From an optimization exercise on the open Yosys and OpenROAD flow, aimed at small area; shortcuts taken in it are not production practice.
At most, simulation tests tie the RTL to the original design; equivalence was not proved.
Only the layout flow was run in runs 1 and 7; the RTL was not checked for function there.
Power figures rest on the tool's default switching activity, not on a simulated workload.

## flow/design.v (module list and top-level ports; edited modules follow where they fit)
// module fmul_tree: 2114 lines
// module fa3: 5 lines
// module ha2: 4 lines
// module fpu: 197 lines
// module add33: 23 lines
module fpu(input logic clk,
           input logic [2:0] op,
           input logic [31:0] x1,
           input logic [31:0] x2,
           output logic [31:0] y);
  // ...
==> flow/flow/run.sh <==
#!/bin/bash
# The standard layout, with the port buffers that placement inserts
# made sky130_fd_sc_hd__buf_1 (the standard flow picks a larger buffer).
set -euo pipefail
export BUFFER_PORTS_ARGS="-buffer_cell sky130_fd_sc_hd__buf_1"
bash standard.sh > standard.log 2>&1
==> flow/standard.sh <==
#!/bin/bash
# synth_recipe.tcl (not shown) runs the flow's synth.tcl, then flattens the netlist and writes it again
# the make line also repeats each setting of config.mk as NAME=value (left out here)
make -C /OpenROAD-flow-scripts/flow DESIGN_CONFIG=/design/flow/config.mk WORK_HOME=/design/flow/orfs CLKGATE_MAP_FILE= SYNTH_SCRIPT=/design/flow/synth_recipe.tcl "${@:-finish}"
==> flow/config.mk <==
export PLATFORM = sky130hd
export DESIGN_NAME = fpu
export DESIGN_NICKNAME = fpu
export VERILOG_FILES = /design/flow/design.v
export SDC_FILE = /design/flow/constraint.sdc
export NUM_CORES = 4
export LEC_CHECK = 0
export CAP_MARGIN = 20
export CORE_MARGIN = 2
export CORE_UTILIZATION = 40
export CTS_BUF_LIST = sky130_fd_sc_hd__clkbuf_8
export CTS_CLUSTER_DIAMETER = 100
export CTS_CLUSTER_SIZE = 30
export SLEW_MARGIN = 20
export SYNTH_HIERARCHICAL = 1
==> flow/constraint.sdc <==
create_clock -name core_clock -period 10.0 [get_ports {clk}]
set_input_delay 2.0000 -clock core_clock [delete_from_list [all_inputs] [get_ports {clk}]]
set_output_delay 2.0000 -clock core_clock [all_outputs]
set_load 0.01 [all_outputs]
==> impl_results.md, run 1 <==
- DR pass1 iterations: 6
- Clock sinks: 119
- Setup CP Type: reg -> out
- Row cnt: 85
- Multi-input gates: 1979
- # clk buffers: 17
- Share of post-route cells with drive strength above 1: 0.0679
- TritonCTS clock tree: yes
- Top flop regs: rb (33), rm (32), ra (26)
- CP endpoint kind: primary output
- CP arrival: roughly 7 ns
- Final core utilization: 0.431
- Max-cap violations: 0
- Mapped Cells: 2420
- P_clk: around 430 µW
- Hold buffers post-CTS: 0
- WL met2: ~37 mm
- First-pass GRT wire length: 122 mm
- Post-route ant nets: 0
- Most frequent cells in the layout: nand2_1 (547), fa_1 (427), inv_1 (158), mux2i_1 (137), dfxtp_1 (117)
- CTS max path bufs: 2
- Fill count: 5323
- Status: finished clean
- Slowest stage cell, crit path: nor4_1
- Pwr dens: 237 nW/µm²
- Reg2reg end: rm[31]
==> module fpu, before the edit <==
module fpu(input logic clk,
           input logic [2:0] op,
           input logic [31:0] x1,
           input logic [31:0] x2,
           output logic [31:0] y);
    localparam logic [1:0] C_OTHER = 2'd0;   
    localparam logic [1:0] C_ITOF  = 2'd1;
    localparam logic [1:0] C_MUL   = 2'd2;
    localparam logic [1:0] C_FTOI  = 2'd3;
    logic is_add, is_mul, is_ftoi, is_itof, is_floor;
    assign is_add   = (op == 3'd0) | (op == 3'd1);
    assign is_mul   = (op == 3'd2);
    assign is_ftoi  = (op == 3'd3);
    assign is_itof  = (op == 3'd4);
    assign is_floor = (op == 3'd5);
    logic s1, s2;
    logic [7:0] e1, e2;
    logic [22:0] f1, f2;
    assign s1 = x1[31];
    assign s2 = x2[31] ^ (op == 3'd1);
    assign e1 = x1[30:23];
    assign e2 = x2[30:23];
    assign f1 = x1[22:0];
    assign f2 = x2[22:0];
    logic [8:0] d1, d2;
    logic [7:0] p2;
    logic big;
    assign d1 = {1'b0, e1} - {1'b0, e2};
    assign big = (e1 == e2) ? (f1 >= f2) : ~d1[8];
    assign p2 = is_add ? e2 : (is_ftoi ? 8'd157 : 8'd150);
    assign d2 = {1'b0, p2} - {1'b0, e1};
    logic [7:0] eb;
    logic [22:0] fb, fs;
    logic es_zero;
    assign eb = big ? e1 : e2;
    assign fb = big ? f1 : f2;
    assign fs = big ? f2 : f1;
    assign es_zero = big ? (e2 == 8'd0) : (e1 == 8'd0);
    logic fl_int;
    assign fl_int = d2[8] | (d2 == 9'd0);
    logic ft_158;
    assign ft_158 = (d2 == 9'h1ff);
    logic sticky;
    always_comb begin
        sticky = (e1 < 8'd127);
        for (int j = 0; j < 23; j++)
            if (f1[j] && (e1 < 8'(150 - j))) sticky = 1'b1;
    end
    logic inc;
    assign inc = s1 & sticky;
    logic itof_min;
    assign itof_min = (x1 == 32'h80000000);
    logic [32:0] sh_in, sh_out;
    logic [7:0] sh_amt;
    logic sh_kill;
    always_comb begin
        if (is_add) begin
            sh_in  = {2'b01, fs, 8'd0};
            sh_amt = big ? d1[7:0] : d2[7:0];
            sh_kill = es_zero;
        end else if (is_itof) begin
            sh_in  = {x1, 1'b0};
            sh_amt = 8'd0;
            sh_kill = itof_min;
        end else begin
            sh_in  = {2'b01, f1, 8'd0};
            sh_amt = ((is_floor & fl_int) | ft_158) ? 8'd0 : d2[7:0];
            sh_kill = (is_ftoi & d2[8] & ~ft_158) | ~(is_ftoi | is_floor | is_mul);
        end
    end
    assign sh_out = sh_kill ? 33'd0 : (sh_in >> sh_amt);
    logic [25:0] mx, my;
    logic mc1, mc2;
    fmul_tree u_tree(.a(f1), .b(f2), .X(mx), .Y(my), .c1(mc1), .c2(mc2));
    logic [8:0] me;
    logic [8:0] mec;
    assign mec[0] = 1'b1;
    for (genvar i = 0; i < 8; i++) begin : g_me
        fa3 u_fa(.a(e1[i]), .b(e2[i]), .c(mec[i]), .s(me[i]), .co(mec[i + 1]));
    end
    assign me[8] = mec[8];
    logic [32:7] a_d;
    logic [32:0] b_d;
    logic inv_d, s_d;
    logic [8:0] e_d;
    logic [1:0] cls_d;
    always_comb begin
        a_d = 26'd0;
        b_d = {sh_out[32:8], 8'd0};
        inv_d = 1'b0;
        s_d = s1;
        e_d = 9'd0;
        cls_d = C_OTHER;
        case (1'b1)
            is_add: begin
                a_d[31:8] = (e1 != 8'd0) | (e2 != 8'd0) ? {1'b1, fb} : 24'd0;
                inv_d = s1 ^ s2;
                s_d = big ? s1 : s2;
                e_d = {1'b0, eb};
            end
            is_mul: begin
                a_d[32:7] = mx;
                b_d = {my[25:1], mc2, {7{mc1}}};
                s_d = x1[31] ^ x2[31];
                e_d = {me[8] ^ me[7], ~me[7], me[6:0]};
                cls_d = C_MUL;
            end
            is_ftoi: begin
                b_d = sh_out;
                inv_d = s1;
                e_d = {8'd0, ft_158};
                cls_d = C_FTOI;
            end
            is_itof: begin
                b_d = sh_out;
                inv_d = s1 & ~itof_min;
                e_d = 9'd157;
                cls_d = C_ITOF;
            end
            is_floor: begin
                b_d[7:0] = {8{inc}};
                e_d = fl_int ? {1'b0, e1} : 9'd150;
            end
            default: ;
        endcase
    end
    logic [32:7] ra;
    logic [32:0] rb;
    logic rinv, rs, rmz;
    logic [8:0] re;
    logic [1:0] rcls;
    always_ff @(posedge clk) begin
        ra <= a_d;
        rb <= b_d;
        rinv <= inv_d;
        rs <= s_d;
        re <= e_d;
        rcls <= cls_d;
        rmz <= (e1 == 8'd0) | (e2 == 8'd0);
    end
    logic [32:0] bx;
    assign bx = rb ^ {33{rinv}};
    logic [6:0] half;
    always_comb begin
        for (int j = 0; j < 7; j++)
            half[j] = (rcls == C_ITOF) & bx[j + 25] & ~|(bx[31:25] >> (j + 1));
    end
    logic [32:0] ax;
    assign ax = {ra[32:8], ra[7] | half[6], half[5:0], 1'b0};
    logic cin;
    assign cin = (rcls == C_FTOI) | rinv | rb[0];
    logic [32:0] sum;
    add33 u_add(.a(ax), .b(bx), .cin(cin), .s(sum));
    logic [31:0] rm;
    logic [8:0] re1;
    logic rs2, rmz2, rmu2;
    logic [1:0] rcls2;
    always_ff @(posedge clk) begin
        rm <= sum[32:1];
        re1 <= re + 9'd1;
        rs2 <= rs;
        rmz2 <= rmz;
        rmu2 <= ~re[8];
        rcls2 <= rcls;
    end
    logic [31:0] n16, n8, n4, n2, n1;
    logic [4:0] lz;
    assign lz[4] = ~|rm[31:16];
    assign n16 = lz[4] ? {rm[15:0], 16'd0} : rm;
    assign lz[3] = ~|n16[31:24];
    assign n8 = lz[3] ? {n16[23:0], 8'd0} : n16;
    assign lz[2] = ~|n8[31:28];
    assign n4 = lz[2] ? {n8[27:0], 4'd0} : n8;
    assign lz[1] = ~|n4[31:30];
    assign n2 = lz[1] ? {n4[29:0], 2'd0} : n4;
    assign lz[0] = ~n2[31];
    assign n1 = lz[0] ? {n2[30:0], 1'd0} : n2;
    logic zero;
    assign zero = ~n1[31];
    logic [9:0] t;
    assign t = {1'b0, re1} - {5'd0, lz};
    always_comb begin
        case (rcls2)
            C_FTOI: y = re1[1] ? {rm[30:0], 1'b0} : rm;
            C_MUL: begin
                if (rmz2) y = 32'd0;
                else if (rmu2 | (t[7:0] == 8'd0)) y = {rs2, 8'd1, 23'd0};
                else y = {rs2, t[7:0], n1[30:8]};
            end
            default: begin
                if (zero) y = {rs2 & (rcls2 == C_ITOF), 31'd0};
                else if (t[9] | (t == 10'd0)) y = 32'd0;
                else y = {rs2, t[7:0], n1[30:8]};
            end
        endcase
    end
endmodule
==> run 2, diff against run 1 <==
--- a/flow/design.v
+++ b/flow/design.v
@@ -1,14 +1,14 @@
 module fmul_tree(input logic [22:0] a,
                  input logic [22:0] b,
-                 output logic [25:0] X,
-                 output logic [25:0] Y,
-                 output logic c1,
-                 output logic c2);
+                 output logic [25:0] Xn,
+                 output logic [25:0] Yn,
+                 output logic c1n,
+                 output logic c2n);
     logic p1;
     logic p2;
     logic p3;
     logic p4;
     logic p5;
     logic p6;
     logic p7;
     logic p8;
@@ -2102,20 +2102,20 @@
     fa3 us1229(.a(c1218), .b(s1225), .c(c1220), .s(s1229), .co(c1230));
     fa3 us1231(.a(s1227), .b(c1222), .c(s1229), .s(s1231), .co(c1232));
     fa3 us1233(.a(p130), .b(p142), .c(p154), .s(s1233), .co(c1234));
     fa3 us1235(.a(p166), .b(c1226), .c(s1233), .s(s1235), .co(c1236));
     fa3 us1237(.a(c1228), .b(s1235), .c(c1230), .s(s1237), .co(c1238));
     fa3 us1239(.a(p143), .b(p155), .c(p167), .s(s1239), .co(c1240));
     fa3 us1241(.a(c1234), .b(s1239), .c(c1236), .s(s1241), .co(c1242));
     fa3 us1243(.a(p156), .b(p168), .c(c1240), .s(s1243), .co(c1244));
-    assign X = ~{1'b1, 1'b0, c1242, c1238, c1232, c1224, c1214, c1202, c1188, c1172, c1154, c1134, c1112, c1088, c1062, c1034, c1004, c972, c938, c902, c864, c824, c782, s781, s737, s693};
-    assign Y = ~{1'b1, c1244, s1243, s1241, s1237, s1231, s1223, s1213, s1201, s1187, s1171, s1153, s1133, s1111, s1087, s1061, s1033, s1003, s971, s937, s901, s863, s823, 1'b1, 1'b1, 1'b1};
-    assign c1 = ~k554;
-    assign c2 = ~k654;
+    assign Xn = {1'b1, 1'b0, c1242, c1238, c1232, c1224, c1214, c1202, c1188, c1172, c1154, c1134, c1112, c1088, c1062, c1034, c1004, c972, c938, c902, c864, c824, c782, s781, s737, s693};
+    assign Yn = {1'b1, c1244, s1243, s1241, s1237, s1231, s1223, s1213, s1201, s1187, s1171, s1153, s1133, s1111, s1087, s1061, s1033, s1003, s971, s937, s901, s863, s823, 1'b1, 1'b1, 1'b1};
+    assign c1n = k554;
+    assign c2n = k654;
 endmodule
 module fa3(input logic a, input logic b, input logic c,
            output logic s, output logic co);
     assign s = a ^ b ^ c;
     assign co = (a & b) | (a & c) | (b & c);
 endmodule
 module ha2(input logic a, input logic b, output logic s, output logic co);
     assign s = a ^ b;
@@ -2187,19 +2187,23 @@
             sh_kill = itof_min;
         end else begin
             sh_in  = {2'b01, f1, 8'd0};
             sh_amt = ((is_floor & fl_int) | ft_158) ? 8'd0 : d2[7:0];
             sh_kill = (is_ftoi & d2[8] & ~ft_158) | ~(is_ftoi | is_floor | is_mul);
         end
     end
     assign sh_out = sh_kill ? 33'd0 : (sh_in >> sh_amt);
-    logic [25:0] mx, my;
-    logic mc1, mc2;
-    fmul_tree u_tree(.a(f1), .b(f2), .X(mx), .Y(my), .c1(mc1), .c2(mc2));
+    logic [25:0] mxn, myn, mx, my;
+    logic mc1n, mc2n, mc1, mc2;
+    fmul_tree u_tree(.a(f1), .b(f2), .Xn(mxn), .Yn(myn), .c1n(mc1n), .c2n(mc2n));
+    assign mx = ~mxn;
+    assign my = ~myn;
+    assign mc1 = ~mc1n;
+    assign mc2 = ~mc2n;
     logic [8:0] me;
     logic [8:0] mec;
     assign mec[0] = 1'b1;
     for (genvar i = 0; i < 8; i++) begin : g_me
         fa3 u_fa(.a(e1[i]), .b(e2[i]), .c(mec[i]), .s(me[i]), .co(mec[i + 1]));
     end
     assign me[8] = mec[8];
     logic [32:7] a_d;
==> flow/config.mk (replaced) <==
export PLATFORM = sky130hd
export DESIGN_NAME = fpu
export DESIGN_NICKNAME = fpu
export VERILOG_FILES = /design/flow/design.v
export SDC_FILE = /design/flow/constraint.sdc
export NUM_CORES = 4
export LEC_CHECK = 0
export CAP_MARGIN = 20
export CORE_MARGIN = 2
export CORE_UTILIZATION = 65
export CTS_BUF_LIST = sky130_fd_sc_hd__clkbuf_8
export PLACE_DENSITY = 0.75
export SLEW_MARGIN = 20
export SYNTH_HIERARCHICAL = 1
==> run 2 against run 1 <==
Compared with the run above:
- sequential power shrank 0.8%
- largest cell class unchanged
- die area shrank 37%
- still clean on timing, DRC and antenna
- highest routed layer unchanged
- maximum frequency is essentially flat
- via count grew 0.94%
- non-clock buffer count is the same
- hold slack lost 0.0024 ns
- critical endpoint is now y[8]
==> impl_results.md, run 2 <==
- Status: finished clean
- Initial Utilization: 0.658
- Max-cap violations: 0 (unchanged)
- Via count: between 15k and 20k
- Full die area: 35300 µm²
- Cells on Worst Hold Path: 0
- Tmin final: a little over 9 ns
- DR pass1 iterations: 6 (unchanged)
- Hold buffers post-CTS: 0 (unchanged)
- Htree depth: 4
- Hold Violations, Final: 0
- Worst Tran Pin Value: 1.11 ns
- CP arrival: 7.08 ns (about the same)
- Area delta synth->final: 2.85%
- Pin count of the biggest net entering global routing: 59
- Total GRT Usage: 0.435
- Cell Area, Synth: 21900 µm²
- # nets final: 2920
- Critical Path Source Type: flop
- Reg2reg path depth: 22
- Pwr dens: 235 nW/µm² (-0.98%)
- Core area: around 33000 µm²
- RSZ-0062 raised after global routing: false
- Number of setup buffers added after CTS: 0
- CTS max path bufs: 2 (unchanged)
- Data required, critical path: around 8.0 ns
- Die Ht: roughly 190 µm
- Reg2Reg Setup Slack: about 1.2 ns
- Dpl cells: 2805
- First-pass GRT wire length: 117 mm (-4.2%)
- Slew headroom: 0.260
- Fill count: 2792 (-48%)
- Initial DRC Count: ~2.5k
- TritonCTS clock tree: yes
- Hold Path Class: reg -> reg
- Clock sinks: 119 (unchanged)
- Setup CP Type: reg -> out
- Die width: about 190 µm
- Number of global-route vias before repair: 20.4k
- Routed wire length: 75.4 mm
- Skew final: 0.0118 ns
- TritonCTS Buffers: 17
- F_max: 110 MHz
- Reg clk slew, reported paths: around 0.070 ns
- Most common cell after layout, fill and taps aside: nand2_1
- Syn Area/Cell: 9.15 µm²
- Final Wtd Congestion: 1.04
- Crit-path max FO: 30
- Vias per cell: 6.84
- Detailed placer's ending HPWL: 56.4 mm
- Worst-Skew Late Latency: 0.45 ns
- Lkg Pwr: 8.89 nW
- Top Ports: 100
- Antenna violations before repair: 1
- Final setup vio count: 0
- Total negative setup slack: 0 ns
- Row cnt: 67 (-21%)
- Final period util: 0.908
- Post-CTS sizing: 0
- CP endpoint kind: primary output
- Max IR drop VDD: between 0.15 and 0.2 mV
- Fin. max-slew vios: 0
- Most flop-heavy register: rb
- Layout Cells excl Fill: 2838
- Wire per inst: ~27 µm
- Yosys warns: 7
- Max reg flops: 33
- Global route overflow: 0
- Share of post-route cells with drive strength above 1: 0.0724 (+0.00450)
- Top flop regs: rb (33), rm (32), ra (26)
- Post-route ant nets: 0 (unchanged)
- Port buffer count: 99
- Remaining DRCs: 0
- Most frequent cells in the layout: nand2_1 (513), fa_1 (427), nor2_1 (133), mux2i_1 (119), dfxtp_1 (117)
- Mapped Cells: 2398 (-0.91%)
- Root buf cell: clkbuf_8
[run 2: final timing paths]
kind / from / endpoint
hold reg to reg: rmz / rmz2
hold / removal: rmz / rmz2
setup reg to reg: rinv / rm[31]
setup / recovery: rm[29] / y[8]
[run 2: layer usage]
metal,vias up,track usage,part of all wire
li1,8015,-,-
met1,9457,0.548,0.37
met2,1565,0.690,0.45
met3,364,0.0936,0.11
met4,0,0.273,0.073
met5,-,0,0
[run 2: power breakdown]
group          leakage [nW]  internal [mW]  total [mW]  switching, mW
registers             0.985          0.597       0.770          0.173
logic                  7.71           1.72        4.09           2.37
clock network         0.199          0.237       0.443          0.206
total                  8.89           2.56        5.30           2.74
[run 2: cell type report]
class / instances / area, µm² / area share
diodes: 1 / 2.50 / 0.000111
clock buffers: 19 / 262 / 0.0116
clock inverters: 13 / 145 / 0.00643
inverters: 115 / 432 / 0.0191
multi-input cells: 1957 / 17900 / 0.794
flip-flops and latches: 119 / 2380 / 0.106
well taps: 448 / 561 / 0.0248
repair buffers: 166 / 875 / 0.0387
[run 2: metrics by stage]
step | util | cell area [µm²] | hold slack (ns) | setup WS (ns) | power (mW)
after floorplan | - | 22000 | 0.310 | 1.73 | 4.22
after global placement | 0.664 | 22200 | 0.315 | 1.46 | 4.64
after detailed placement | 0.664 | 22200 | 0.319 | 1.27 | 4.71
after CTS | 0.677 | 22600 | 0.335 | 0.986 | 5.18
after global routing | 0.677 | 22600 | 0.345 | 0.418 | 5.69
final | 0.677 | 22600 | 0.332 | 0.924 | 5.30
[run 2: critical path, cell delays in order, from the launching register on]
cell	delay, ns
dfxtp_1	0.34
or3_1	0.45
nor4_2	0.37
and2_1	0.18
buf_4	0.27
inv_1	0.26
o221a_2	0.29
o221a_2	0.46
nand2_1	0.18
nand2b_1	0.08
a21o_1	0.43
inv_2	0.45
ha_1	0.23
inv_1	0.06
fa_1	0.39
a21o_1	0.19
a21oi_1	0.21
nor2b_1	0.07
nor3_1	0.18
xnor2_1	0.16
and3_1	0.20
nand3_1	0.07
a21oi_1	0.21
a211oi_2	0.08
a21oi_2	0.13
buf_4	0.31
o32ai_1	0.15
buf_1	0.18
==> run 3, diff against run 2 <==
--- a/flow/config.mk
+++ b/flow/config.mk
@@ -8,7 +8,7 @@
 export CAP_MARGIN = 20
 export CORE_MARGIN = 2
-export CORE_UTILIZATION = 65
+export CORE_UTILIZATION = 40
 export CTS_BUF_LIST = sky130_fd_sc_hd__clkbuf_8
-export PLACE_DENSITY = 0.75
+export GPL_TIMING_DRIVEN = 0
 export SLEW_MARGIN = 20
 export SYNTH_HIERARCHICAL = 1
==> run 3 against run 2 <==
Compared with the run above:
- sequential power shrank 2.7%
- routed wire length grew 11%
- critical path depth grew 3
- critical path type unchanged
- clock skew grew 0.00067 ns
- utilization shrank 24 points
- highest routed layer unchanged
- first-iteration DRC count shrank 25%
- still clean on timing, DRC and antenna
- register-to-register slack lost 0.20 ns
- combinational power grew 26%
==> impl_results.md, run 3 <==
- Worst Tran Pin Value: 1.16 ns (+0.0498 ns)
- Die Ht: 238 µm (+27%)
- Share of post-route cells with drive strength above 1: 0.103 (+0.0303)
- Htree depth: 4 (unchanged)
- Mapped Cells: 2398 (unchanged)
- Number of global-route vias before repair: 20.6k (+1.0%)
- Clock sinks: 119 (unchanged)
- Reg2Reg Setup Slack: 0.97 ns (-0.20 ns)
- Crit-path max FO: 10 (-67%)
- CTS max path bufs: 2 (unchanged)
- Routed wire length: 83.7 mm (+11%)
- Cells on Worst Hold Path: 0 (unchanged)
- Via count: 19.7k (+1.6%)
- Most flop-heavy register: rb
- Most common cell after layout, fill and taps aside: nand2_1
- Max reg flops: 33 (unchanged)
- Final period util: 0.928 (+0.0205)
- Reg clk slew, reported paths: 0.08 ns (about the same)
- Hold Path Class: reg -> reg
- Post-CTS sizing: 0 (unchanged)
- Cell Area, Synth: 21900 µm² (unchanged)
- Root buf cell: clkbuf_8
- Top flop regs: rb (33), rm (32), ra (26)
- Critical Path Source Type: flop
- RSZ-0062 raised after global routing: false
- Hold buffers post-CTS: 0 (unchanged)
- Reg2reg path depth: 24 (+9.1%)
- Total negative setup slack: 0 ns (unchanged)
- CP arrival: 7.28 ns (+0.20 ns)
- Port buffer count: 98 (-1.0%)
- First-pass GRT wire length: 127 mm (+8.5%)
- Die width: 238 µm (+27%)
- Skew final: 0.0125 ns (+0.000672 ns)
- Wire per inst: 25.9 µm (-2.3%)
- Setup CP Type: reg -> out
- DR pass1 iterations: 6 (unchanged)
- Top Ports: 100 (unchanged)
- Core area: 54000 µm² (+62%)
- WHS Endpoint: rmz2
- Post-route ant nets: 0 (unchanged)
- CP top delay family: buffers and inverters
- Global route overflow: 0 (unchanged)
- Initial Utilization: 0.406 (-0.252)
- Antenna violations before repair: 2 (+1)
- Yosys warns: 7 (unchanged)
- Reg2reg end: rm[24]
- F_max: 108 MHz (-2.2%)
- # nets final: 3062 (+4.9%)
- Syn Area/Cell: 9.15 µm² (unchanged)
- Row cnt: 85 (+27%)
- Initial DRC Count: 1900 (-25%)
- Final Wtd Congestion: 0.999 (-4.1%)
- CP endpoint kind: primary output
- Number of setup buffers added after CTS: 0 (unchanged)
- Status: finished clean
- Hold Violations, Final: 0 (unchanged)
- R2r startpoint: rinv
- Vias per cell: 6.11 (-11%)
- Total GRT Usage: 0.296 (-0.139)
- # diodes: 0 (-1)
- Final core utilization: 0.437 (-0.240)
- Post-route cell area: 23600 µm² (+4.5%)
- Hold path startpoint: rmz
- Worst-Skew Late Latency: 0.43 ns (-0.02 ns)
- TritonCTS clock tree: yes
- Worst path max stage delay: 0.55 ns (+0.09 ns)
- Fill count: 5371 (+92%)
- Pin count of the biggest net entering global routing: 17 (-71%)
- Most frequent cells in the layout: nand2_1 (513), fa_1 (427), nor2_1 (134), mux2i_1 (119), dfxtp_1 (119)
- Max IR drop VDD: 0.160 mV (+3.1%)
- Dpl cell area: 23200 µm² (+4.7%)
- TritonCTS Buffers: 17 (unchanged)
- Slew headroom: 0.227 (-0.0332)
- WP buf/inv: 10 (+4)
- Area delta synth->final: 7.44%
- Slowest stage cell, crit path: or4_1
- Lkg Pwr: 9.34 nW (+5.0%)
- Max-cap violations: 0 (unchanged)
- Data required, critical path: 8.00 ns (about the same)
- Remaining DRCs: 0 (unchanged)
- Tmin final: 9.28 ns (+0.205 ns)
- Detailed placer's ending HPWL: 67.9 mm (+21%)
- Final setup vio count: 0 (unchanged)
- Full die area: 56800 µm² (+61%)
- Fin. max-slew vios: 0 (unchanged)
- Pwr dens: 268 nW/µm² (+14%)
[run 3: changes by cell type in the layout (fill, tap and decap cells not counted), sizes merged]
cell and change:
buf +92, bufinv -1, clkbuf +49, clkinvlp -2, diode -1, inv +4
[run 3: area by class of cell]
class / instances / area (µm²) / share of cell area
Timing Repair Buffer: 98 / 368 / 0.0156
Clock buffer: 18 / 248 / 0.0105
Inverter: 115 / 432 / 0.0183
Tap cell: 696 / 871 / 0.0369
Buffer: 210 / 1250 / 0.0530
Sequential cell: 119 / 2380 / 0.101
Multi-Input combinational cell: 1957 / 17900 / 0.759
Clock inverter: 14 / 136 / 0.00578
[run 3: metrics by stage]
step | hold WS [ns] | total power [mW] | instances | worst slack (ns)
2_1_floorplan | 0.310 | 4.22 | 2401 | 1.73
3_3_place_gp | 0.315 | 5.78 | 3195 | 1.07
3_5_place_dp | 0.322 | 5.84 | 3195 | 0.968
4_1_cts | 0.332 | 6.29 | 3227 | 0.811
5_1_grt | 0.335 | 6.80 | 3227 | 0.226
6_report | 0.328 | 6.33 | 3227 | 0.719
[run 3: report_power, final]
part           total, mW  internal [mW]  switching [mW]  leakage [nW]
clock network      0.421          0.209           0.212         0.198
registers          0.749          0.597           0.152         0.985
logic               5.16           2.40            2.77          8.16
total               6.33           3.20            3.13          9.34
[run 3: per-layer routing]
layer / track usage / vias to the layer above / wire [µm]
met5: 0 / - / 0
met4: 0.117 / 0 / 3460
met3: 0.0581 / 196 / 8040
met2: 0.474 / 1196 / 38000
met1: 0.396 / 10000 / 34200
li1: - / 8304 / -
[run 3: worst register-to-register path: cells and delay by family, from the launching register on]
family        cells  cell delay (ns)
xor+xnor          2             0.35
fa+ha+maj        17             6.82
buf+inv           3             1.19
flops             1             0.34
simple gates      2             0.21
[run 3: worst max path at each step]
stage,end,slack (ns),from,cells after the start
finish,y[13],0.72,rm[21],30
global placement,ra[9],1.07,x1[12],17
CTS,y[13],0.81,rm[20],30
global route,y[20],0.23,rm[29],30
detailed placement,rm[25],0.97,rinv,24
floorplan,rm[25],1.73,rinv,24
==> run 4, diff against run 3 <==
--- a/flow/config.mk
+++ b/flow/config.mk
@@ -10,5 +10,4 @@
 export CORE_UTILIZATION = 40
 export CTS_BUF_LIST = sky130_fd_sc_hd__clkbuf_8
-export GPL_TIMING_DRIVEN = 0
 export SLEW_MARGIN = 20
 export SYNTH_HIERARCHICAL = 1
==> run 4 against run 3 <==
Compared with the run above:
- largest power group unchanged
- sequential share of layout area is 0.30 points higher
- maximum frequency is 4.3% higher
- hold slack better by 0.0087 ns
- global-route usage is 1.4 points lower
- combinational power is 18% lower
- utilization is 1.2 points lower
- synthesized area stayed put
- critical path type unchanged
==> impl_results.md, run 4 <==
- Global route overflow: 0 (unchanged)
- Final Wtd Congestion: 0.959 (-4.0%)
- Row cnt: 85 (unchanged)
- CTS max path bufs: 2 (unchanged)
- Area of the multi-input gates: 17900 µm² (about the same)
- Clock sinks: 119 (unchanged)
- Data required, critical path: 8.00 ns (about the same)
- Port buffer count: 99 (+1.0%)
- Top Ports: 100 (unchanged)
- Detailed placer's ending HPWL: 59.1 mm (-13%)
- Vias per cell: 6.18 (+1.1%)
- Top flop regs: rb (33), rm (32), ra (26)
- Max-cap violations: 0 (unchanged)
- Slew headroom: 0.285 (+0.0576)
- Hold Violations, Final: 0 (unchanged)
- DR pass1 iterations: 5 (-1)
- Final setup vio count: 0 (unchanged)
- Die width: 238 µm (unchanged)
- Number of setup buffers added after CTS: 0 (unchanged)
- Skew final: 0.0135 ns (+0.00102 ns)
- Area delta synth->final: 4.43%
- Initial Utilization: 0.406 (unchanged)
- Most frequent cells in the layout: nand2_1 (513), fa_1 (427), nor2_1 (133), mux2i_1 (119), dfxtp_1 (117)
- Most common cell after layout, fill and taps aside: nand2_1
- # nets final: 2927 (-4.4%)
- TritonCTS Buffers: 17 (unchanged)
- Remaining DRCs: 0 (unchanged)
- Fin. max-slew vios: 0 (unchanged)
- Reg clk slew, reported paths: 0.09 ns (about the same)
- Worst Tran Pin Value: 1.06 ns (-0.0976 ns)
- Max reg flops: 33 (unchanged)
- Post-route setup slack: 1.10 ns (+0.379 ns)
- Htree depth: 4 (unchanged)
- Pwr dens: 238 nW/µm² (-11%)
- Hold Path Class: reg -> reg
- Setup CP Type: reg -> out
- Tmin final: 8.90 ns (-0.379 ns)
- Wire per inst: 25.6 µm (-1.4%)
- Post-route ant nets: 0 (unchanged)
- Worst-Skew Late Latency: 0.44 ns (about the same)
- Total negative setup slack: 0 ns (unchanged)
- Lkg Pwr: 8.92 nW (-4.5%)
- Full die area: 56800 µm² (unchanged)
- Slowest stage cell, crit path: or3_1
- Place WS: 1.52 ns (+0.555 ns)
- TritonCTS clock tree: yes
- Most flop-heavy register: rb
- Routed wire length: 79.2 mm (-5.4%)
- Mapped Cells: 2398 (unchanged)
- Die Ht: 238 µm (unchanged)
- Yosys warns: 7 (unchanged)
- Pin count of the biggest net entering global routing: 58 (+41)
- CP endpoint kind: primary output
- Core area: 54000 µm² (unchanged)
- Post-CTS sizing: 0 (unchanged)
- Syn Area/Cell: 9.15 µm² (unchanged)
- Power Total: 5.45 mW (-14%)
- Number of global-route vias before repair: 19.9k (-3.3%)
- Register area: 2380 µm² (+0.11%)
- Critical Path Source Type: flop
- Max IR drop VDD: 0.236 mV (+47%)
- CP arrival: 6.90 ns (-0.38 ns)
- Share of post-route cells with drive strength above 1: 0.0751 (-0.0276)
- Initial DRC Count: 1912 (+0.63%)
- F_max: 112 MHz (+4.3%)
- Root buf cell: clkbuf_8
- Via count: 19.1k (-3.1%)
- Worst path max stage delay: 0.46 ns (-0.09 ns)
- Antenna violations before repair: 1 (-1)
- Status: finished clean
- Most frequent CP cell: buf_4
- Crit-path max FO: 30 (+20)
- RSZ-0062 raised after global routing: false
- First-pass GRT wire length: 121 mm (-4.2%)
- Hold buffers post-CTS: 0 (unchanged)
- Total GRT Usage: 0.282 (-0.0145)
- Cell Area, Synth: 21900 µm² (unchanged)
- Final period util: 0.890 (-0.0379)
- Fill count: 5319 (-0.97%)
## run 4: worst paths after layout
kind | depth (start not counted) | endpoint | slack [ns] | from
worst max-delay path | 28 | y[9] | 1.10 | rm[29]
worst min-delay path | 0 | rs2 | 0.34 | rs
worst max register to register | 22 | rm[31] | 1.50 | rinv
worst min register to register | 0 | rs2 | 0.34 | rs
## run 4: worst max-delay path: cells and delay by family, from the launching register on
kind	cells	cell delay, ns
AO/OA/AOI/OAI	9	1.87
XOR/XNOR	1	0.17
adder cells (fa/ha/maj)	2	0.62
buffers and inverters	7	1.63
flip-flops	1	0.34
AND/OR/NAND/NOR	9	1.79
## run 4: final cells by class
type,count,share of cell area
antenna,2,0.000218
clock buffer,17,0.0102
clock inverter,15,0.00671
inverter,115,0.0188
multi-input combinational,1957,0.782
sequential,119,0.104
tap,696,0.0380
timing repair buffer,173,0.0404
## run 4: through the flow
step,util,hold slack [ns],cell area [µm²],cells
CTS,0.424,0.337,22900,3092
detailed placement,0.417,0.321,22500,3060
finish,0.424,0.336,22900,3094
floorplan,-,0.310,22000,2401
global route,0.424,0.343,22900,3092
global placement,0.417,0.316,22500,3060
## run 4: per-layer routing
metal	GRT usage	part of all wire	vias up
met4	0.0932	0.034	0
li1	-	-	8025
met2	0.454	0.46	1170
met1	0.381	0.41	9720
met3	0.0546	0.096	194
met5	0	0	-
## run 4: where the power goes
part	switching [mW]	total [mW]	internal (mW)
sequential	0.188	0.785	0.597
combinational	2.48	4.25	1.76
clock	0.234	0.420	0.187
total	2.91	5.45	2.55
==> run 5, diff against run 4 <==
==> flow/flow/run.sh (replaced) <==
#!/bin/bash
# The standard layout, with the port buffers that placement inserts
# made sky130_fd_sc_hd__buf_1 (the standard flow picks a larger buffer).
set -euo pipefail
export BUFFER_PORTS_ARGS="-buffer_cell sky130_fd_sc_hd__buf_2"
bash standard.sh > standard.log 2>&1
==> run 5 against run 4 <==
Compared with the run above:
- count of clock-buffer cells in the layout is the same
- maximum frequency shrank 0.86%
- global-route usage shrank 0.099 points
- sequential cell count is the same
- synthesized area is the same
- power grew 0.54%
- clock skew grew 0.0046 ns
- critical endpoint unchanged
- utilization shrank 0.18 points
- routed wire length shrank 0.19%
==> impl_results.md, run 5 <==
- Cell Area, Synth: 21900 µm² (unchanged)
- Worst path max stage delay: 0.47 ns (about the same)
- Post-CTS sizing: 0 (unchanged)
- Post-route ant nets: 0 (unchanged)
- Critical Path Source Type: flop
- TritonCTS clock tree: yes
- Slew headroom: 0.306 (+0.0215)
- Full die area: 56800 µm² (unchanged)
- Syn Area/Cell: 9.15 µm² (unchanged)
- Vias per cell: 6.19 (+0.18%)
- Pwr dens: 240 nW/µm² (+0.97%)
- Final core utilization: 0.422 (-0.00181)
- Clock share of power: 0.080 (+0.003)
- Share of post-route cells with drive strength above 1: 0.105 (+0.0302)
- Mapped Cells: 2398 (unchanged)
- CP top delay family: simple AND/OR/NAND/NOR gates
- Via count: 18.9k (-0.88%)
- Initial DRC Count: 1894 (-0.94%)
- Worst-Skew Late Latency: 0.44 ns (about the same)
- Wire per inst: 25.8 µm (+0.89%)
- Remaining DRCs: 0 (unchanged)
- CP endpoint kind: primary output
- Max reg flops: 33 (unchanged)
- Internal: 2.61 mW (+2.5%)
- Detailed placer's ending HPWL: 58.8 mm (-0.58%)
- Status: finished clean
- DR pass1 iterations: 8 (+3)
- Combinational share of power: 0.777 (-0.002)
- Core area: 54000 µm² (unchanged)
- Final period util: 0.898 (+0.00777)
- Power share of the sequential group: 0.143 (about the same)
- TritonCTS Buffers: 17 (unchanged)
- Pin count of the biggest net entering global routing: 58 (unchanged)
- Power Total: 5.48 mW (+0.54%)
- Initial Utilization: 0.406 (unchanged)
- Yosys warns: 7 (unchanged)
- Slowest stage cell, crit path: or3_1
- F_max: 111 MHz (-0.86%)
- # nets final: 2896 (-1.1%)
- Max IR drop VDD: 0.180 mV (-24%)
- Net Switching: 2.87 mW (-1.1%)
- Area delta synth->final: 3.98%
- Data required, critical path: 8.00 ns (about the same)
- Setup CP Type: reg -> out
- Dpl cells: 3029 (-1.0%)
- Most common cell after layout, fill and taps aside: nand2_1
- Reg clk slew, reported paths: 0.08 ns (about the same)
- Skew final: 0.0181 ns (+0.00461 ns)
- Clock sinks: 119 (unchanged)
- Hold buffers post-CTS: 0 (unchanged)
- Fin. max-slew vios: 0 (unchanged)
- Sw Ratio: 0.524 (-0.00890)
- Routed wire length: 79.0 mm (-0.19%)
- Worst Tran Pin Value: 1.04 ns (-0.0210 ns)
- Htree depth: 4 (unchanged)
- Most frequent CP cell: buf_4
- Number of global-route vias before repair: 20.3k (+1.6%)
- Crit-path max FO: 30 (unchanged)
- Fill count: 5300 (-0.36%)
- Die Ht: 238 µm (unchanged)
- First-pass GRT wire length: 122 mm (+0.27%)
- RSZ-0062 raised after global routing: false
- CTS max path bufs: 2 (unchanged)
- Final Wtd Congestion: 0.982 (+2.4%)
- Root buf cell: clkbuf_8
- Top Ports: 100 (unchanged)
- WP buf/inv: 7 (unchanged)
- Total GRT Usage: 0.281 (-0.000992)
- Lkg Pwr: 9.08 nW (+1.8%)
- Row cnt: 85 (unchanged)
- Most frequent cells in the layout: nand2_1 (513), fa_1 (427), nor2_1 (133), mux2i_1 (119), dfxtp_1 (117)
- # diodes: 0 (-2)
- Number of setup buffers added after CTS: 0 (unchanged)
- Global route overflow: 0 (unchanged)
- Hold Path Class: reg -> reg
- Top flop regs: rb (33), rm (32), ra (26)
- Tmin final: 8.98 ns (+0.0777 ns)
- Total negative setup slack: 0 ns (unchanged)
- Most flop-heavy register: rb
- Layout Cells excl Fill: 3061 (-1.1%)
- Final setup vio count: 0 (unchanged)
- Max-cap violations: 0 (unchanged)
- Hold Violations, Final: 0 (unchanged)
- CP arrival: 6.98 ns (+0.08 ns)
- Port buffer count: 99 (unchanged)
- Die width: 238 µm (unchanged)
- Antenna violations before repair: 1 (unchanged)
## run 5: cell types whose count changed in the layout (fill, tap and decap cells not counted), sizes merged
cell	change
clkinvlp	+1
buf	-31
clkinv	+1
inv	-4
diode	-2
bufinv	+2
## run 5: worst reg2reg max path: stages, from the launching register on
cell,delay [ns]
dfxtp_2,0.59
xor2_1,0.32
nand3b_1,0.19
or3_1,0.16
nor2_1,0.06
nor4bb_1,0.16
fa_1,0.45
fa_1,0.41
fa_1,0.40
fa_1,0.40
fa_1,0.39
fa_1,0.40
fa_1,0.41
fa_1,0.39
fa_1,0.39
fa_1,0.39
fa_1,0.39
fa_1,0.40
fa_1,0.39
fa_1,0.39
fa_1,0.39
fa_1,0.47
nand4_2,0.31
nor4_1,0.13
xor2_1,0.15
## run 5: metrics by stage
stage          cell area [µm²]  hold WS (ns)  worst slack [ns]
2_1_floorplan            22000         0.310              1.73
3_3_place_gp             22400         0.316              1.60
3_5_place_dp             22400         0.312              1.40
4_1_cts                  22800         0.324              1.12
5_1_grt                  22800         0.324             0.586
6_report                 22800         0.328              1.02
## run 5: final timing paths
| path | from | endpoint | slack (ns) | depth (start not counted) |
|---|---|---|---|---|
| max reg2reg | rinv | rm[31] | 1.36 | 24 |
| max | rm[29] | y[9] | 1.02 | 28 |
| min | rmz | rmz2 | 0.33 | 0 |
| min reg2reg | rmz | rmz2 | 0.33 | 0 |
## run 5: routing by layer
layer / up-vias / share of wire / track usage
met5: - / 0.00011 / 0
met3: 204 / 0.097 / 0.0626
li1: 7947 / - / -
met1: 9665 / 0.41 / 0.376
met2: 1122 / 0.46 / 0.453
met4: 2 / 0.034 / 0.0883
## run 5: final cells by class
| type | count | area [µm²] | share of cell area |
|---|---|---|---|
| tap | 696 | 871 | 0.0382 |
| inverter | 115 | 432 | 0.0189 |
| multi-input combinational | 1957 | 17900 | 0.785 |
| clock inverter | 15 | 169 | 0.00740 |
| timing repair buffer | 142 | 818 | 0.0359 |
| sequential | 119 | 2380 | 0.104 |
| clock buffer | 17 | 234 | 0.0103 |
## run 5: power groups by stage
| stage | registers, mW | logic [mW] | clock network [mW] |
|---|---|---|---|
| floorplan | 0.679 | 3.54 | 0 |
| global placement | 0.786 | 4.11 | 0 |
| detailed placement | 0.787 | 4.16 | 0 |
| CTS | 0.776 | 4.18 | 0.447 |
| global route | 0.789 | 4.66 | 0.468 |
| finish | 0.782 | 4.26 | 0.440 |
==> run 6, diff against run 5 <==
==> flow/flow/run.sh (replaced) <==
#!/bin/bash
# The standard layout, with the port buffers that placement inserts
# made sky130_fd_sc_hd__buf_2 (the standard flow picks a larger buffer).
set -euo pipefail
export BUFFER_PORTS_ARGS="-buffer_cell sky130_fd_sc_hd__buf_2"
bash standard.sh > standard.log 2>&1
==> run 6 against run 5 <==
Compared with the run above:
- count of clock-buffer cells in the layout is the same
- power unchanged
- global-route usage unchanged
- clock skew unchanged
- hold slack unchanged
==> impl_results.md, run 6 <==
- Status: finished clean
- Via count: 18.9k (unchanged)
- Yosys warns: 7 (unchanged)
- TritonCTS clock tree: yes
- Final period util: 0.898 (unchanged)
- F_max: 111 MHz (unchanged)
- Max IR drop VDD: 0.180 mV (unchanged)
- Number of global-route vias before repair: 20.3k (unchanged)
- Mapped Cells: 2398 (unchanged)
- Detailed placer's ending HPWL: 58.8 mm (unchanged)
- Area delta synth->final: 3.98% (unchanged)
- Top flop regs: rb (33), rm (32), ra (26)
- Reg clk slew, reported paths: 0.08 ns (about the same)
- Htree depth: 4 (unchanged)
- Die Ht: 238 µm (unchanged)
- RSZ-0062 raised after global routing: false
- # diodes: 0 (unchanged)
- Share of post-route cells with drive strength above 1: 0.105 (unchanged)
- Dpl cell area: 22400 µm² (unchanged)
- First-pass GRT wire length: 122 mm (unchanged)
- Crit-path max FO: 30 (unchanged)
- Most flop-heavy register: rb
- Full die area: 56800 µm² (unchanged)
- Data required, critical path: 8.00 ns (about the same)
- Most frequent CP cell: buf_4
- Port buffer count: 99 (unchanged)
- Post-route ant nets: 0 (unchanged)
- Worst Tran Pin Value: 1.04 ns (unchanged)
- Most common cell after layout, fill and taps aside: nand2_1
- Pwr dens: 240 nW/µm² (unchanged)
- # nets final: 2896 (unchanged)
- Hold Path Class: reg -> reg
- Total GRT Usage: 0.281 (unchanged)
- Hold Violations, Final: 0 (unchanged)
- Lkg Pwr: 9.08 nW (unchanged)
- Routed wire length: 79.0 mm (unchanged)
- Final Wtd Congestion: 0.982 (unchanged)
- CP endpoint kind: primary output
- Area of the multi-input gates: 17900 µm² (unchanged)
- Initial DRC Count: 1894 (unchanged)
- Total negative setup slack: 0 ns (unchanged)
- Top Ports: 100 (unchanged)
- Setup CP Type: reg -> out
- TritonCTS Buffers: 17 (unchanged)
- Global route overflow: 0 (unchanged)
- Worst path max stage delay: 0.47 ns (about the same)
- Cell Area, Synth: 21900 µm² (unchanged)
- Skew final: 0.0181 ns (unchanged)
- Fill count: 5300 (unchanged)
- Tmin final: 8.98 ns (unchanged)
- Pin count of the biggest net entering global routing: 58 (unchanged)
- Wire per inst: 25.8 µm (unchanged)
- Post-route cell area: 22800 µm² (unchanged)
- Slowest stage cell, crit path: or3_1
- Die width: 238 µm (unchanged)
- Post-CTS sizing: 0 (unchanged)
- Antenna violations before repair: 1 (unchanged)
- Hold slack: 0.328 ns (unchanged)
- Hold buffers post-CTS: 0 (unchanged)
- Remaining DRCs: 0 (unchanged)
- Max-cap violations: 0 (unchanged)
- Critical Path Source Type: flop
- Root buf cell: clkbuf_8
- Vias per cell: 6.19 (unchanged)
- Initial Utilization: 0.406 (unchanged)
- Final setup vio count: 0 (unchanged)
- Syn Area/Cell: 9.15 µm² (unchanged)
- Fin. max-slew vios: 0 (unchanged)
- Register area: 2380 µm² (unchanged)
- Number of setup buffers added after CTS: 0 (unchanged)
- CP arrival: 6.98 ns (about the same)
- DR pass1 iterations: 8 (unchanged)
- Max reg flops: 33 (unchanged)
- Clock sinks: 119 (unchanged)
- CTS max path bufs: 2 (unchanged)
- Slew headroom: 0.306 (unchanged)
- Worst-Skew Late Latency: 0.44 ns (about the same)
- Row cnt: 85 (unchanged)
- Most frequent cells in the layout: nand2_1 (513), fa_1 (427), nor2_1 (133), mux2i_1 (119), dfxtp_1 (117)
- Core area: 54000 µm² (unchanged)
[run 6: through the flow]
stage	power [mW]	instances	setup WS (ns)	util
2_1_floorplan	4.22	2401	1.73	-
4_1_cts	5.41	3061	1.12	0.422
6_report	5.48	3061	1.02	0.422
3_3_place_gp	4.90	3029	1.60	0.415
3_5_place_dp	4.94	3029	1.40	0.415
5_1_grt	5.92	3061	0.586	0.422
[run 6: worst max-delay path, delay by kind of cell, from the launching register on]
| family | cells | cell delay, ns |
|---|---|---|
| AO/OA/AOI/OAI | 9 | 1.87 |
| AND/OR/NAND/NOR | 9 | 1.88 |
| adder cells (fa/ha/maj) | 2 | 0.62 |
| flip-flops | 1 | 0.34 |
| XOR/XNOR | 1 | 0.16 |
| buffers and inverters | 7 | 1.64 |
[run 6: final cells by class]
type,count,area share
multi-input combinational,1957,0.785
clock inverter,15,0.00740
timing repair buffer,142,0.0359
tap,696,0.0382
inverter,115,0.0189
sequential,119,0.104
clock buffer,17,0.0103
[run 6: power by group]
group	leakage, nW	internal, mW	total, mW	switching [mW]
Clock	0.196	0.227	0.440	0.213
Combinational	7.90	1.78	4.26	2.48
Sequential	0.985	0.597	0.782	0.185
[run 6: final timing paths]
kind | startpoint | endpoint | slack (ns) | depth (start not counted)
min | rmz | rmz2 | 0.33 | 0
max | rm[29] | y[9] | 1.02 | 28
max reg2reg | rinv | rm[31] | 1.36 | 24
min reg2reg | rmz | rmz2 | 0.33 | 0
[run 6: metal layers]
layer	GRT usage	share of wire	routed length [µm]	vias to the layer above
met3	0.0626	0.097	7650	204
li1	-	-	-	7947
met4	0.0883	0.034	2710	2
met2	0.453	0.46	36400	1122
met1	0.376	0.41	32300	9665
met5	0	0.00011	9	-
==> run 7, diff against run 6 <==
--- a/flow/design.v
+++ b/flow/design.v
@@ -2221,5 +2221,5 @@
         case (1'b1)
             is_add: begin
-                a_d[31:8] = (e1 != 8'd0) | (e2 != 8'd0) ? {1'b1, fb} : 24'd0;
+                a_d[31:8] = {(e1 != 8'd0) | (e2 != 8'd0), fb};
                 inv_d = s1 ^ s2;
                 s_d = big ? s1 : s2;
==> run 7 against run 6 <==
Compared with the run above:
- still clean
- die area is 0.16% lower
- via count is 2.1% higher
- combinational power hardly changed
- maximum frequency hardly changed
- routed wire length is 0.92% higher
- critical path type is now reg -> reg
- largest power group unchanged
==> impl_results.md, run 7 <==
- Worst-Skew Late Latency: 0.46 ns (+0.02 ns)
- F_max: 111 MHz (about the same)
- Final period util: 0.899 (about the same)
- # diodes: 0 (unchanged)
- Initial Utilization: 0.406 (-0.000648)
- Die width: 238 µm (about the same)
- Share of post-route cells with drive strength above 1: 0.103 (-0.00207)
- Hold buffers post-CTS: 0 (unchanged)
- DR pass1 iterations: 7 (-1)
- Remaining DRCs: 0 (unchanged)
- Top flop regs: rb (33), rm (32), ra (26)
- First-pass GRT wire length: 122 mm (about the same)
- # nets final: 2924 (+0.97%)
- Max IR drop VDD: 0.193 mV (+7.4%)
- Tmin final: 8.99 ns (+0.00621 ns)
- Layout Cells excl Fill: 3089 (+0.91%)
- CP top delay family: adder cells
- Final Wtd Congestion: 0.949 (-3.4%)
- Reg clk slew, reported paths: 0.07 ns (about the same)
- Port buffer count: 99 (unchanged)
- Critical Path Source Type: flop
- Via count: 19.3k (+2.1%)
- Setup CP Type: reg -> reg
- Vias per cell: 6.26 (+1.1%)
- CP Cell Sequence: xor2_1, nand3b_1, or3_1, nor2_1, nor4bb_1, fa_1, fa_1, fa_1, fa_1, fa_1, fa_1, fa_1, fa_1, fa_1, fa_1, fa_1, fa_1, fa_1, fa_1, fa_1, fa_1, nand4_2, nor4_1, xor2_1
- Post-route ant nets: 0 (unchanged)
- TritonCTS Buffers: 17 (unchanged)
- Fill count: 5311 (+0.21%)
- Row cnt: 85 (unchanged)
- Antenna violations before repair: 2 (+1)
- Max reg flops: 33 (unchanged)
- Wire per inst: 25.8 µm (about the same)
- Dpl cells: 3056 (+0.89%)
- Lkg Pwr: 8.97 nW (-1.2%)
- Pin count of the biggest net entering global routing: 57 (-1.7%)
- Clock sinks: 119 (unchanged)
- Most frequent CP cell: fa_1
- Cell Area, Synth: 21900 µm² (-0.16%)
- Yosys warns: 7 (unchanged)
- Mapped Cells: 2420 (+0.92%)
- Full die area: 56700 µm² (-0.16%)
- RSZ-0062 raised after global routing: false
- WP buf/inv: 0 (-7)
- Hold slack: 0.331 ns (+0.00246 ns)
- Top Ports: 100 (unchanged)
- CP endpoint kind: flop
- Crit-path max FO: 34 (+13%)
- Number of global-route vias before repair: 20.1k (-0.65%)
- Core area: 54000 µm² (unchanged)
- Fin. max-slew vios: 0 (unchanged)
- Initial DRC Count: 2065 (+9.0%)
- Worst path max stage delay: 0.95 ns (+0.48 ns)
- Pwr dens: 236 nW/µm² (-1.7%)
- Skew final: 0.0299 ns (+0.0118 ns)
- Die Ht: 238 µm (about the same)
- Most flop-heavy register: rb
- Most common cell after layout, fill and taps aside: nand2_1
- Routed wire length: 79.7 mm (+0.92%)
- Post-CTS sizing: 0 (unchanged)
- Global route overflow: 0 (unchanged)
- CTS max path bufs: 2 (unchanged)
- Syn Area/Cell: 9.06 µm² (-1.1%)
- Max-cap violations: 0 (unchanged)
- Htree depth: 4 (unchanged)
- Detailed placer's ending HPWL: 58.8 mm (about the same)
- TritonCTS clock tree: yes
- Number of setup buffers added after CTS: 0 (unchanged)
- Final core utilization: 0.424 (+0.00192)
- Hold Violations, Final: 0 (unchanged)
- Area delta synth->final: 4.62%
- Slowest stage cell, crit path: dfxtp_2
- Most frequent cells in the layout: nand2_1 (522), fa_1 (427), nor2_1 (121), dfxtp_1 (117), a21oi_1 (110)
- Data required, critical path: 10.31 ns (+2.31 ns)
- Worst Tran Pin Value: 1.06 ns (+0.0168 ns)
- Hold Path Class: reg -> reg
- CP arrival: 9.30 ns (+2.32 ns)
- Total GRT Usage: 0.282 (+0.00160)
- Slew headroom: 0.295 (-0.0112)
- Root buf cell: clkbuf_8
- Status: finished clean
- Final setup vio count: 0 (unchanged)
- Total negative setup slack: 0 ns (unchanged)
run 7: path summary, 6_finish.rpt:
kind / to / slack, ns / depth (start not counted) / start
setup / recovery: rm[31] / 1.01 / 24 / rinv
hold reg to reg: rs2 / 0.33 / 0 / rs
setup reg to reg: rm[31] / 1.01 / 24 / rinv
hold / removal: rs2 / 0.33 / 0 / rs
run 7: where the power goes:
part	total, mW	switching [mW]	internal (mW)	leakage [nW]
logic	4.23	2.44	1.79	7.81
clock network	0.378	0.208	0.171	0.170
registers	0.807	0.203	0.603	0.987
run 7: metal layers:
metal | vias to the layer above | part of all wire | wire, µm | GRT usage
met4 | 2 | 0.032 | 2570 | 0.0852
met2 | 1244 | 0.45 | 36000 | 0.451
met1 | 9786 | 0.42 | 33100 | 0.388
met5 | - | 0.00016 | 13 | 0
met3 | 199 | 0.10 | 8100 | 0.0552
li1 | 8101 | - | - | -
run 7: layout make-up:
cell class	count	area (µm²)	area share
clock buffers	17	234	0.0102
clock inverters	15	106	0.00464
inverters	113	424	0.0185
multi-input cells	1986	18100	0.788
flip-flops and latches	119	2380	0.104
well taps	696	871	0.0380
repair buffers	143	833	0.0363
run 7: stage by stage:
stage               worst slack, ns  cell area [µm²]  power (mW)
finish                         1.01            22900        5.41
global route                  0.584            22900        5.84
CTS                            1.02            22900        5.35
detailed placement             1.04            22600        4.95
global placement               1.20            22600        4.89
floorplan                      1.73            21900        4.24
==> run 8, diff against run 7 <==
--- a/flow/design.v
+++ b/flow/design.v
@@ -2192,5 +2192,5 @@
         end
     end
-    assign sh_out = sh_kill ? 33'd0 : (sh_in >> sh_amt);
+    assign sh_out = (sh_kill | (sh_amt[7:5] != 3'd0)) ? 33'd0 : (sh_in >> sh_amt[4:0]);
     logic [25:0] mxn, myn, mx, my;
     logic mc1n, mc2n, mc1, mc2;
@@ -2221,5 +2221,5 @@
         case (1'b1)
             is_add: begin
-                a_d[31:8] = {(e1 != 8'd0) | (e2 != 8'd0), fb};
+                a_d[31:8] = (e1 != 8'd0) | (e2 != 8'd0) ? {1'b1, fb} : 24'd0;
                 inv_d = s1 ^ s2;
                 s_d = big ? s1 : s2;
==> run 8 against run 7 <==
Compared with the run above:
- critical path type is now reg -> out
- critical endpoint is now y[21]
- count of clock-buffer cells in the layout unchanged
- sequential power decreased by 2%
- still clean
- power increased by 1.2%
==> impl_results.md, run 8 <==
- Setup CP Type: reg -> out
- Area delta synth->final: 4.14%
- CP endpoint kind: primary output
- TritonCTS clock tree: yes
- First-pass GRT wire length: 119 mm (-2.0%)
- Max reg flops: 33 (unchanged)
- Slew headroom: 0.217 (-0.0779)
- Initial DRC Count: 2024 (-2.0%)
- Clock sinks: 119 (unchanged)
- Detailed placer's ending HPWL: 57.1 mm (-2.9%)
- Total negative setup slack: 0 ns (unchanged)
- Via count: 18.8k (-2.8%)
- Number of global-route vias before repair: 19.7k (-2.2%)
- Pwr dens: 243 nW/µm² (+2.8%)
- Final core utilization: 0.420 (-0.00405)
- Final Wtd Congestion: 0.987 (+4.0%)
- Most flop-heavy register: rb
- Cell Area, Synth: 21700 µm² (-1.1%)
- Row cnt: 85 (unchanged)
- Hold Violations, Final: 0 (unchanged)
- Number of setup buffers added after CTS: 0 (unchanged)
- Skew final: 0.0143 ns (-0.0157 ns)
- Final setup vio count: 0 (unchanged)
- Max IR drop VDD: 0.175 mV (-9.3%)
- Worst Tran Pin Value: 1.17 ns (+0.117 ns)
- F_max: 107 MHz (-4.0%)
- Top flop regs: rb (33), rm (32), ra (26)
- Final period util: 0.936 (+0.0372)
- Power share of the sequential group: 0.144 (-0.005)
- Die Ht: 237 µm (-0.53%)
- Critical Path Source Type: flop
- Die width: 237 µm (-0.53%)
- Most common cell after layout, fill and taps aside: nand2_1
- Initial Utilization: 0.404 (-0.00202)
- Global route overflow: 0 (unchanged)
- Worst-Skew Late Latency: 0.44 ns (-0.02 ns)
- Net Switching: 2.87 mW (+0.90%)
- Data required, critical path: 8.00 ns (-2.31 ns)
- Post-CTS sizing: 0 (unchanged)
- Crit-path max FO: 30 (-12%)
- Top Ports: 100 (unchanged)
- Tmin final: 9.36 ns (+0.372 ns)
- Most frequent cells in the layout: nand2_1 (504), fa_1 (427), nor2_1 (134), mux2i_1 (118), dfxtp_1 (117)
- Clock share of power: 0.077 (+0.007)
- Dpl cell area: 22200 µm² (-1.7%)
- DR pass1 iterations: 7 (unchanged)
- Share of post-route cells with drive strength above 1: 0.104 (+0.00127)
- Hold Path Class: reg -> reg
- Fill count: 5282 (-0.55%)
- Htree depth: 4 (unchanged)
- Reg clk slew, reported paths: 0.08 ns (about the same)
- TritonCTS Buffers: 17 (unchanged)
- Full die area: 56100 µm² (-1.1%)
- Pin count of the biggest net entering global routing: 57 (unchanged)
- Combinational share of power: 0.779 (-0.002)
- Internal: 2.61 mW (+1.6%)
- Vias per cell: 6.23 (-0.39%)
- Mapped Cells: 2350 (-2.9%)
- RSZ-0062 raised after global routing: false
- Remaining DRCs: 0 (unchanged)
- Status: finished clean
- Max-cap violations: 0 (unchanged)
- CTS max path bufs: 2 (unchanged)
- Post-route cell area: 22600 µm² (-1.5%)
- Fin. max-slew vios: 0 (unchanged)
- # nets final: 2846 (-2.7%)
- Total GRT Usage: 0.278 (-0.00424)
- Sw Ratio: 0.524 (-0.00170)
- Hold buffers post-CTS: 0 (unchanged)
- Antenna violations before repair: 2 (unchanged)
- Lkg Pwr: 8.89 nW (-0.83%)
- Wire per inst: 25.9 µm (+0.14%)
- Post-route ant nets: 0 (unchanged)
- CP arrival: 7.36 ns (-1.94 ns)
- Routed wire length: 77.9 mm (-2.3%)
- Core area: 53700 µm² (-0.59%)
- Yosys warns: 7 (unchanged)
- Root buf cell: clkbuf_8
- Syn Area/Cell: 9.22 µm² (+1.9%)
- Port buffer count: 99 (unchanged)
[run 8: cell count changes in the layout (fill, tap and decap cells not counted), moves of 8 or more]
cell | previous run | this run
o22a_1 | 12 | 4
mux2i_1 | 92 | 118
o21ai_0 | 90 | 77
nand2_1 | 522 | 504
a221oi_1 | 7 | 17
or4_1 | 9 | 1
buf_4 | 43 | 35
a21oi_1 | 110 | 85
nor2_1 | 121 | 134
nor3_1 | 30 | 20
nand3_1 | 27 | 38
o32ai_2 | 0 | 12
[run 8: path summary, 6_finish.rpt]
kind	start	to	slack, ns	cells after the start
worst min-delay path	rmz	rmz2	0.33	0
worst max register to register	rinv	rm[31]	1.40	22
worst min register to register	rmz	rmz2	0.33	0
worst max-delay path	rm[28]	y[21]	0.64	23
[run 8: area by class of cell]
| type | count | area, µm² | area share |
|---|---|---|---|
| inverter | 117 | 442 | 0.0196 |
| tap | 696 | 871 | 0.0386 |
| timing repair buffer | 134 | 758 | 0.0336 |
| clock buffer | 17 | 234 | 0.0104 |
| antenna | 1 | 2.50 | 0.000111 |
| sequential | 119 | 2380 | 0.106 |
| clock inverter | 15 | 143 | 0.00632 |
| multi-input combinational | 1914 | 17700 | 0.786 |
[run 8: critical path, cell delays in order (launching register included)]
cell	delay [ns]
dfxtp_1	0.34
or4_4	0.56
nor4bb_4	0.91
a21oi_1	0.39
and4_1	0.40
a21oi_4	0.44
inv_2	0.31
o21a_1	0.27
o221ai_1	0.35
nor2_4	0.16
inv_4	0.27
ha_1	0.28
nor2b_1	0.13
o21ai_0	0.20
a21oi_1	0.11
o21ai_0	0.21
nor2b_1	0.19
xnor2_1	0.11
and3_1	0.20
o21bai_1	0.22
nand3_2	0.11
and2_4	0.26
o32ai_2	0.29
buf_2	0.17
[run 8: metrics by stage]
| stage | setup slack [ns] | power, mW | instances | hold slack, ns |
|---|---|---|---|---|
| global placement | 1.45 | 4.89 | 2980 | 0.318 |
| global route | 0.00562 | 5.89 | 3012 | 0.344 |
| floorplan | 1.73 | 4.34 | 2353 | 0.310 |
| detailed placement | 1.27 | 4.95 | 2980 | 0.324 |
| finish | 0.642 | 5.48 | 3013 | 0.327 |
| CTS | 0.744 | 5.39 | 3012 | 0.332 |
[run 8: routing by layer]
layer,GRT usage,wire length (µm),vias to the layer above
met2,0.449,35600,1174
met3,0.0550,7500,180
met5,0,0,-
met4,0.0949,2540,0
met1,0.374,32200,9647
li1,-,-,7782
[run 8: power groups by stage]
stage / logic (mW) / registers (mW) / clock network [mW]
after floorplan: 3.64 / 0.695 / 0
after global placement: 4.10 / 0.795 / 0
after detailed placement: 4.16 / 0.795 / 0
after CTS: 4.18 / 0.783 / 0.429
after global routing: 4.64 / 0.800 / 0.450
final: 4.27 / 0.790 / 0.420
==> run 9, diff against run 8 <==
--- a/flow/config.mk
+++ b/flow/config.mk
@@ -8,6 +8,7 @@
 export CAP_MARGIN = 20
 export CORE_MARGIN = 2
-export CORE_UTILIZATION = 40
+export CORE_UTILIZATION = 65
 export CTS_BUF_LIST = sky130_fd_sc_hd__clkbuf_8
+export PLACE_DENSITY = 0.75
 export SLEW_MARGIN = 20
 export SYNTH_HIERARCHICAL = 1
==> run 9 against run 8 <==
Compared with the run above:
- global-route usage rose by 13 points
- setup slack improved by 0.050 ns
- power shrank 2.0%
- clock power increased by about 20%
- design area shrank 1.4%
- register-to-register slack worse by 0.04 ns
- hold slack improved by 0.0022 ns
- non-clock buffer count is 10 lower
- combinational power decreased by 4%
- critical path depth unchanged
- critical endpoint unchanged
- highest routed layer unchanged
==> impl_results.md, run 9 <==
- Detailed placer's ending HPWL: 51.6 mm (-9.6%)
- Worst-Skew Late Latency: 0.43 ns (about the same)
- Core area: 32700 µm² (-39%)
- Most common cell after layout, fill and taps aside: nand2_1
- TritonCTS Buffers: 17 (unchanged)
- Share of post-route cells with drive strength above 1: 0.101 (-0.00341)
- Post-route ant nets: 0 (unchanged)
- Full die area: 34800 µm² (-38%)
- Post-CTS sizing: 0 (unchanged)
- Syn Area/Cell: 9.22 µm² (unchanged)
- Global route overflow: 0 (unchanged)
- Pwr dens: 241 nW/µm² (-0.67%)
- # diodes: 0 (-1)
- Hold Violations, Final: 0 (unchanged)
- # nets final: 2836 (-0.35%)
- Cell Area, Synth: 21700 µm² (unchanged)
- Die width: 187 µm (-21%)
- Top flop regs: rb (33), rm (32), ra (26)
- Top Ports: 100 (unchanged)
- Htree depth: 4 (unchanged)
- CTS max path bufs: 2 (unchanged)
- Worst Tran Pin Value: 1.12 ns (-0.0595 ns)
- Wire per inst: 26.1 µm (+0.87%)
- Row cnt: 66 (-22%)
- Antenna violations before repair: 0 (-2)
- Initial Utilization: 0.663 (+0.259)
- Routed wire length: 71.6 mm (-8.0%)
- Fin. max-slew vios: 0 (unchanged)
- Skew final: 0.0160 ns (+0.00173 ns)
- Remaining DRCs: 0 (unchanged)
- Number of global-route vias before repair: 19.6k (-0.59%)
- Via count: 19.0k (+0.93%)
- Clock sinks: 119 (unchanged)
- Tmin final: 9.31 ns (-0.0499 ns)
- RSZ-0062 raised after global routing: false
- Setup CP Type: reg -> out
- Hold Path Class: reg -> reg
- Final period util: 0.931 (-0.00499)
- Total negative setup slack: 0 ns (unchanged)
- Reg clk slew, reported paths: 0.08 ns (about the same)
- Most flop-heavy register: rb
- CP endpoint kind: primary output
- TritonCTS clock tree: yes
- Final Wtd Congestion: 0.979 (-0.82%)
- Hold buffers post-CTS: 0 (unchanged)
- Hold slack: 0.329 ns (+0.00224 ns)
- CP arrival: 7.31 ns (-0.05 ns)
- Die Ht: 187 µm (-21%)
- Port buffer count: 99 (unchanged)
- Max reg flops: 33 (unchanged)
- Crit-path max FO: 30 (unchanged)
- Initial DRC Count: 1957 (-3.3%)
- Mapped Cells: 2350 (unchanged)
- Max-cap violations: 0 (unchanged)
- Total GRT Usage: 0.413 (+0.135)
- Lkg Pwr: 8.88 nW (-0.10%)
- Slew headroom: 0.250 (+0.0333)
- First-pass GRT wire length: 111 mm (-6.9%)
- Root buf cell: clkbuf_8
- Pin count of the biggest net entering global routing: 58 (+1.8%)
- Data required, critical path: 8.00 ns (about the same)
- Final setup vio count: 0 (unchanged)
- Yosys warns: 7 (unchanged)
- Max IR drop VDD: 0.183 mV (+4.1%)
- DR pass1 iterations: 8 (+1)
- Vias per cell: 6.90 (+11%)
- F_max: 107 MHz (+0.54%)
- Status: finished clean
- Number of setup buffers added after CTS: 0 (unchanged)
- Most frequent cells in the layout: nand2_1 (504), fa_1 (427), nor2_1 (134), mux2i_1 (118), dfxtp_1 (117)
- Area delta synth->final: 2.74%
- Critical Path Source Type: flop
[run 9: where the power goes]
group / internal [mW] / switching, mW
logic: 1.75 / 2.34
registers: 0.606 / 0.168
clock network: 0.305 / 0.200
[run 9: routing by layer]
layer,vias up,part of all wire,GRT usage,routed length (µm)
li1,7759,-,-,-
met1,9443,0.38,0.549,27100
met2,1481,0.46,0.657,32800
met3,275,0.12,0.0920,8530
met4,0,0.044,0.177,3180
met5,-,0,0,0
[run 9: metrics by stage]
stage | worst slack [ns] | instance area, µm² | power, mW | utilization | instances
2_1_floorplan | 1.73 | 21700 | 4.34 | - | 2353
3_3_place_gp | 1.41 | 21800 | 4.67 | 0.667 | 2716
3_5_place_dp | 1.29 | 21800 | 4.76 | 0.667 | 2716
4_1_cts | 0.780 | 22300 | 5.28 | 0.681 | 2747
5_1_grt | 0.172 | 22300 | 5.78 | 0.681 | 2747
6_report | 0.692 | 22300 | 5.37 | 0.681 | 2747
[run 9: worst max-delay path, cell delays in order, from the launching register on]
cell and delay [ns]:
dfxtp_1 0.34, or4_4 0.58, nor4bb_4 0.86, a21oi_1 0.33
and4_1 0.38, a21oi_4 0.48, inv_2 0.33, o21a_1 0.29
o221ai_1 0.34, nor2_4 0.16, inv_4 0.26, ha_1 0.28
nor2b_1 0.13, o21ai_0 0.20, a21oi_1 0.12, o21ai_0 0.22
nor2b_1 0.19, xnor2_1 0.11, and3_1 0.21, o21bai_1 0.20
nand3_2 0.10, and2_4 0.26, o32ai_2 0.30, buf_2 0.17
[run 9: final timing paths]
| kind | depth (start not counted) | end | slack (ns) | start |
|---|---|---|---|---|
| setup / recovery | 23 | y[21] | 0.69 | rm[28] |
| hold / removal | 0 | rmz2 | 0.33 | rmz |
| setup reg to reg | 22 | rm[31] | 1.36 | rinv |
| hold reg to reg | 0 | rmz2 | 0.33 | rmz |
[run 9: cell type report]
cell class,instances,area [µm²]
fillers,2652,10400
clock buffers,18,248
well taps,442,553
flip-flops and latches,119,2380
clock inverters,13,215
multi-input cells,1914,17700
repair buffers,124,683
inverters,117,442

-- static timing again, ports no longer ideal --
In the flow no input, the clock included, has a driving cell. The finished layouts below were timed again as built, in two steps. Step 1 assumes that a clkbuf_16 drives the clock port and a buf_2 every other input. Step 2 adds t to the input delays and takes it off the output delays; t is the mean of the earliest and latest rising clock arrival at the registers after step 1. Input paths then give back, and output paths get back, about the clock's delay inside the block. Three values: ideal, step 1, step 2; two values: the first two.
run	t, ns	setup WS [ns]	hold slack, ns	worst setup path at the end	slew at the worst register clock pin (ns)
run 1	0.483	0.925 / 0.877 / 1.293	0.335 / 0.335 / 0.335	register to register	0.08 / 0.08
run 2	0.480	0.924 / 0.883 / 1.168	0.332 / 0.332 / 0.332	register to register	0.08 / 0.08
run 3	0.465	0.719 / 0.676 / 0.877	0.328 / 0.328 / 0.328	input to register	0.08 / 0.08
run 4	0.468	1.098 / 1.061 / 1.504	0.336 / 0.336 / 0.336	register to register	0.09 / 0.09
run 5	0.463	1.020 / 0.987 / 1.356	0.328 / 0.328 / 0.328	register to register	0.08 / 0.08
run 6	0.463	1.020 / 0.987 / 1.356	0.328 / 0.328 / 0.328	register to register	0.08 / 0.08
run 7	0.477	1.014 / 1.014 / 1.014	0.331 / 0.331 / 0.331	register to register	0.09 / 0.09
run 8	0.473	0.642 / 0.607 / 1.080	0.327 / 0.327 / 0.327	register to output	0.08 / 0.08
run 9	0.464	0.692 / 0.650 / 1.114	0.329 / 0.329 / 0.329	register to output	0.08 / 0.08
After both steps every run listed still meets setup and hold.
